This design comes from an exercise in tuning for small area and a short achievable clock period on the open sky130 flow, not from production work.
The RTL was checked by simulation tests, not by an equivalence proof against the original design.
No activity file was given, so power comes from the tool's default toggle rates.

== run 1 ==
## top_level
module top_level
#(parameter WIDTH = 8)
(
	input clk, rst, init, finish, ack,
	input [WIDTH-1:0]
		ori_0,
		ori_1,
		ori_2,
		ori_3,
		ori_4,
		ori_5,
		ori_6,
		ori_7,
		ori_8,
		ori_9,
		ori_10,
		ori_11,
		ori_12,
		ori_13,
		ori_14,
		ori_15,
		ori_16,
		ori_17,
		ori_18,
		ori_19,
		ori_20,
		ori_21,
		ori_22,
		ori_23,
		ori_24,
		ori_25,
		ori_26,
		ori_27,
		ori_28,
		ori_29,
		ori_30,
		ori_31,
		can_0,
		can_1,
		can_2,
		can_3,
		can_4,
		can_5,
		can_6,
		can_7,
		can_8,
		can_9,
		can_10,
		can_11,
		can_12,
		can_13,
		can_14,
		can_15,
		can_16,
		can_17,
		can_18,
		can_19,
		can_20,
		can_21,
		can_22,
		can_23,
		can_24,
		can_25,
		can_26,
		can_27,
		can_28,
		can_29,
		can_30,
		can_31,
	output done,
	output [WIDTH+4:0] out_sad
	);
	wire idle, en;
	wire [12:0] sum;
	control b_control(
		.clk(clk),
		.rst(rst),
		.init(init),
		.finish(finish),
		.ack(ack),
		.done(done),
		.idle(idle),
		.en(en)
		);
	SAD_4x8 b_SAD_4x8(
		.clk(clk),
		.ori_0(ori_0),
		.ori_1(ori_1),
		.ori_2(ori_2),
		.ori_3(ori_3),
		.ori_4(ori_4),
		.ori_5(ori_5),
		.ori_6(ori_6),
		.ori_7(ori_7),
		.ori_8(ori_8),
		.ori_9(ori_9),
		.ori_10(ori_10),
		.ori_11(ori_11),
		.ori_12(ori_12),
		.ori_13(ori_13),
		.ori_14(ori_14),
		.ori_15(ori_15),
		.ori_16(ori_16),
		.ori_17(ori_17),
		.ori_18(ori_18),
		.ori_19(ori_19),
		.ori_20(ori_20),
		.ori_21(ori_21),
		.ori_22(ori_22),
		.ori_23(ori_23),
		.ori_24(ori_24),
		.ori_25(ori_25),
		.ori_26(ori_26),
		.ori_27(ori_27),
		.ori_28(ori_28),
		.ori_29(ori_29),
		.ori_30(ori_30),
		.ori_31(ori_31),
		.can_0(can_0),
		.can_1(can_1),
		.can_2(can_2),
		.can_3(can_3),
		.can_4(can_4),
		.can_5(can_5),
		.can_6(can_6),
		.can_7(can_7),
		.can_8(can_8),
		.can_9(can_9),
		.can_10(can_10),
		.can_11(can_11),
		.can_12(can_12),
		.can_13(can_13),
		.can_14(can_14),
		.can_15(can_15),
		.can_16(can_16),
		.can_17(can_17),
		.can_18(can_18),
		.can_19(can_19),
		.can_20(can_20),
		.can_21(can_21),
		.can_22(can_22),
		.can_23(can_23),
		.can_24(can_24),
		.can_25(can_25),
		.can_26(can_26),
		.can_27(can_27),
		.can_28(can_28),
		.can_29(can_29),
		.can_30(can_30),
		.can_31(can_31),
  ...
Size in the first run: about 2900 cells after synthesis, roughly 260 flip-flops, roughly 530 I/O pins.
export LEC_CHECK = 0
export CAP_MARGIN = 20
export CORE_MARGIN = 2
export CORE_UTILIZATION = 40
export SETUP_SLACK_MARGIN = 2.5
export SLEW_MARGIN = 20
create_clock -name core_clock -period 5.8 [get_ports {clk}]
run.sh (not shown) runs the stock make flow with config.mk's settings and CLKGATE_MAP_FILE= SYNTH_SCRIPT=/design/flow/synth_recipe.tcl, a recipe that flattens the netlist after the stock synthesis.
The following lists how run 2 was set up differently from run 1:
Settings: removing SETUP_SLACK_MARGIN (formerly 2.5).
==> comparison <==
- Run 2: PASS, flow complete, no timing, DRC or antenna violations
- Changes observed in run 2 relative to run 1: HPWL after detailed placement went down, layout clock buffer count shows a reduction of 2, post-route cell area shrank by 2900 um2, setup slack on the worst flop-to-flop path shows a reduction of 0.23 ns, fmax shows a reduction of 17 MHz.
- In the reports for run 2 and run 1, the smaller number of vias after detailed routing belongs to run 2.
- Compared run 1 against run 2; worst endpoint required time within noise.
- There was hardly any difference in final worst hold slack between run 2 and run 1.
- Compared to run 1, run 2 has total power density per cell area 4.9% lower.
The following lists how run 3 was set up differently from run 2:
Settings: SETUP_SLACK_MARGIN now 3.5, previously not set.
Notes after the runs:
- Run 3: all stages complete, timing, DRC and antenna checks passed
- Diff run 2 -> run 3 | portion of the clock cycle consumed by the worst path in the final layout | decrease of 3.0 points
- NOTE: met3 track utilization from global routing in run 3 falls short of that of run 2
- Fraction of the core area covered by cells at the end of the flow for run 3 is higher than for run 2.
- Measured against each other, run 2 and run 3 differ in global-route usage, the lower figure coming from run 2.
- Compared with run 2, in run 3 worst path buffer plus inverter count went up by 2; total power went up by about 30%; per-instance average area after synthesis was more or less identical; switching part of the total went down by 1.1 points.
- Compared to run 2, run 3 has area added between synthesis and finish 44 points higher.

static timing again, ports no longer ideal:
No port has a modelled driver above. Below, the same layouts with a new extraction and two added sets of constraints. Step 1, drivers: a clkbuf_16 drives clk and a buf_2 each remaining input, both assumed. Step 2 times the ports against the registers' clock, not the clock port: input delays grow and output delays shrink by t, the midpoint of the rising clock arrivals with the driver on. a / b / c = ideal ports / drivers / drivers and shift; a / b = the first two.
run	shift t [ns]	setup WS [ns]	hold WS [ns]	worst setup path after step 2	worst data-port slew with drivers (ns)
run 1	0.613	2.248 / 2.248 / 1.946	0.452 / 0.452 / 0.452	input to register	0.08
run 2	0.605	2.013 / 2.021 / 1.426	0.451 / 0.451 / 0.451	input to register	0.09
run 3	0.615	2.186 / 2.186 / 1.946	0.452 / 0.452 / 0.452	input to register	0.08
After both steps setup and hold are still met in every run listed. For run 2, which loses most, drivers alone change the setup slack by +0.008 ns; drivers and shift together by -0.587 ns.
